From an optimization exercise on the open Yosys and OpenROAD flow, aimed at small area and a short achievable clock period; shortcuts taken in it are not production practice. In this exercise RTL edits were held to simulation tests only and were not proved equivalent to the original.

==> violet <==
// clk_ctrl
module clk_ctrl
(
	input  wire        clk_i,
	input  wire        rstn_i,
	input  wire [15:0] freq,
	output wire        dds1_o,
	output wire        dds_o
);
reg  [15:0] fr;
reg  [31:0] cnt;      
reg  [31:0] cnt1;     
reg  [2:0]  pa;       
reg  [4:0]  pb;       
reg         dds;
reg         dds1;
wire [31:0] cnt_n;
wire [31:0] cnt1_n;
wire [2:0]  pa_n;
wire [4:0]  pb_n;
wire        dds_n;
wire        dds1_n;
wire [10:0] gq;       
localparam [31:0] CNT_INV  = 32'h00000000;
localparam [31:0] CNT1_INV = 32'h00000000;
always @(posedge clk_i or negedge rstn_i)
	if (rstn_i == 1'b0) begin
		fr   <= 16'd0;
		cnt  <= CNT_INV;
		cnt1 <= CNT1_INV;
		pa   <= 0;
		pb   <= 0;
		dds  <= 1'b0;
		dds1 <= 1'b0;
	end else begin
		fr   <= freq;
		cnt  <= cnt_n;
		cnt1 <= cnt1_n;
		pa   <= pa_n;
		pb   <= pb_n;
		dds  <= dds_n;
		dds1 <= dds1_n;
	end
assign dds_o  = dds;
assign dds1_o = dds1;
wire n_1;
wire n_2;
wire n_3;
wire n_4;
wire n_5;
wire n_6;
wire n_7;
wire n_8;
wire n_9;
wire n_10;
wire n_11;
wire n_12;
wire n_13;
wire n_14;
wire n_15;
wire n_16;
wire p3s_17;
wire p3c_18;
wire p3s_19;
wire p3c_20;
wire p3s_21;
wire p3c_22;
wire p3s_23;
wire p3c_24;
wire p3s_25;
wire p3c_26;
wire p3s_27;
wire p3c_28;
wire p3s_29;
wire p3c_30;
wire p3s_31;
wire p3c_32;
wire p3s_33;
wire p3c_34;
wire p3s_35;
  ...
==> flow/config.mk <==
export PLATFORM = sky130hd
export DESIGN_NAME = clk_ctrl
export DESIGN_NICKNAME = clk_ctrl
export VERILOG_FILES = /design/flow/design.v
export SDC_FILE = /design/flow/constraint.sdc
export NUM_CORES = 4
export LEC_CHECK = 0
export CAP_MARGIN = 20
export CORE_MARGIN = 2
export CORE_UTILIZATION = 40
export CTS_BUF_LIST = sky130_fd_sc_hd__clkbuf_8
export SLEW_MARGIN = 20
export SYNTH_HIERARCHICAL = 1
==> flow/constraint.sdc <==
create_clock -name core_clock -period 70.0 [get_ports {clk_i}]
set_input_delay 14.0000 -clock core_clock [delete_from_list [all_inputs] [get_ports {clk_i}]]
set_output_delay 14.0000 -clock core_clock [all_outputs]
set_load 0.01 [all_outputs]
standard.sh (not shown) runs the stock make flow with config.mk's settings and CLKGATE_MAP_FILE= SYNTH_SCRIPT=/design/flow/synth_recipe.tcl, a recipe that flattens the netlist after the stock synthesis.
==> flow/flow/run.sh <==
#!/bin/bash
# The standard layout (standard.sh, all ORFS steps unchanged), except that the
# port buffers that buffer_ports inserts are plain sky130_fd_sc_hd__buf_2 cells
# instead of the delay buffers it picks by default. Every port is still buffered.
set -euo pipefail
export BUFFER_PORTS_ARGS="-buffer_cell sky130_fd_sc_hd__buf_2"
bash standard.sh finish > standard_make.log 2>&1
==> lagoon (differences from violet) <==
==> flow/run.sh (new file) <==
#!/bin/bash
# synth_recipe.tcl (not shown) runs the flow's synth.tcl, then flattens the netlist and writes it again
# the make line also repeats each setting of config.mk as NAME=value (left out here)
make -C /OpenROAD-flow-scripts/flow DESIGN_CONFIG=/design/flow/config.mk WORK_HOME=/design/flow/orfs CLKGATE_MAP_FILE= SYNTH_SCRIPT=/design/flow/synth_recipe.tcl finish
--- a/flow/config.mk
+++ b/flow/config.mk
@@ -10,3 +10,2 @@
 export CORE_UTILIZATION = 40
-export CTS_BUF_LIST = sky130_fd_sc_hd__clkbuf_8
 export SLEW_MARGIN = 20
removed: flow/flow/run.sh
removed: flow/standard.sh
==> umber (differences from violet) <==
==> flow/flow/run.sh (replaced) <==
#!/bin/bash
# The standard layout (standard.sh, all ORFS steps unchanged), except that the
# port buffers that buffer_ports inserts are plain sky130_fd_sc_hd__buf_1 cells
# instead of the delay buffers it picks by default. Every port is still buffered.
set -euo pipefail
export BUFFER_PORTS_ARGS="-buffer_cell sky130_fd_sc_hd__buf_1"
bash standard.sh finish > standard_make.log 2>&1
--- a/flow/config.mk
+++ b/flow/config.mk
@@ -7,3 +7,3 @@
 export LEC_CHECK = 0
-export CAP_MARGIN = 20
+export CAP_MARGIN = 0
 export CORE_MARGIN = 2
@@ -11,3 +11,3 @@
 export CTS_BUF_LIST = sky130_fd_sc_hd__clkbuf_8
-export SLEW_MARGIN = 20
+export SLEW_MARGIN = 0
 export SYNTH_HIERARCHICAL = 1
==> ember (differences from violet) <==
==> flow/flow/run.sh (replaced) <==
#!/bin/bash
# The standard layout (standard.sh, all ORFS steps unchanged), except that the
# port buffers that buffer_ports inserts are plain sky130_fd_sc_hd__buf_1 cells
# instead of the delay buffers it picks by default. Every port is still buffered.
set -euo pipefail
export BUFFER_PORTS_ARGS="-buffer_cell sky130_fd_sc_hd__buf_1"
bash standard.sh finish > standard_make.log 2>&1
--- a/flow/config.mk
+++ b/flow/config.mk
@@ -10,3 +10,2 @@
 export CORE_UTILIZATION = 40
-export CTS_BUF_LIST = sky130_fd_sc_hd__clkbuf_8
 export SLEW_MARGIN = 20
==> results.json <==
{
  "status": "no timing/DRC/antenna violations",
  "relSlewSlack_pct": 46.8,
  "grt_pass1_vias": 6720,
  "final_area_mm2": 0.0112,
  "min_period_over_period_pct": 21.3
}
# the run above: umber

==> results.json <==
{
  "status": "no timing/DRC/antenna violations",
  "taps": 335,
  "use_met2_pct": 31.0,
  "drtIter0Drc": 318,
  "grt_pass1_vias": 6854,
  "relSlewSlack_pct": 43.1,
  "final_area_mm2": 0.0113,
  "routed.top_layer": "met4"
}
# the run above: violet

==> results.json <==
{
  "grt_pass1_vias": 6719,
  "status": "no timing/DRC/antenna violations",
  "min_period_over_period_pct": 21.2,
  "max_freq_mhz": 67.4,
  "yosys.area.top_type": "fa_1",
  "relSlewSlack_pct": 47.9,
  "final_area_mm2": 0.0113,
  "wl_per_cell_um": 23.5
}
# the run above: ember

==> results.json <==
{
  "status": "no timing/DRC/antenna violations",
  "min_period_over_period_pct": 21.8,
  "reg.largest.list": "cnt1 x32, cnt x32, fr x16",
  "final_area_mm2": 0.0114,
  "wl_met1_um": 10000,
  "relSlewSlack_pct": 46.2,
  "grt_pass1_vias": 6781
}
# the run above: lagoon

==> re-timing with driven ports <==
The results above use ideal ports. As a check the final layouts listed here were re-extracted and re-timed, cells and wires unchanged.
Step 1 assumes that a clkbuf_16 drives the clock port and a buf_2 every other input.
Step 2 times the ports against the registers' clock, not the clock port: input delays grow and output delays shrink by t, the midpoint of the rising clock arrivals with the driver on.
Slacks: ideal ports / drivers / drivers and shift; pairs: ideal ports / drivers.
run | t, ns | slack for setup (ns) | worst setup path after step 2 | latest minus earliest clock arrival (ns) | worst data-port slew with drivers (ns)
violet | 0.436 | 55.103 / 55.061 / 54.873 | input, reset recovery | 0.015 / 0.016 | 0.03
lagoon | 0.409 | 54.751 / 54.703 / 54.861 | input, reset recovery | 0.012 / 0.012 | 0.03
umber | 0.430 | 55.118 / 55.076 / 54.867 | input, reset recovery | 0.023 / 0.023 | 0.03
ember | 0.400 | 55.161 / 55.115 / 54.850 | input, reset recovery | 0.011 / 0.011 | 0.03
After both steps setup and hold are still met in every run listed. The setup slack of ember, which loses most, moves by -0.046 ns with the drivers and by -0.311 ns with both steps. The worst setup slack also covers recovery checks on asynchronous resets.
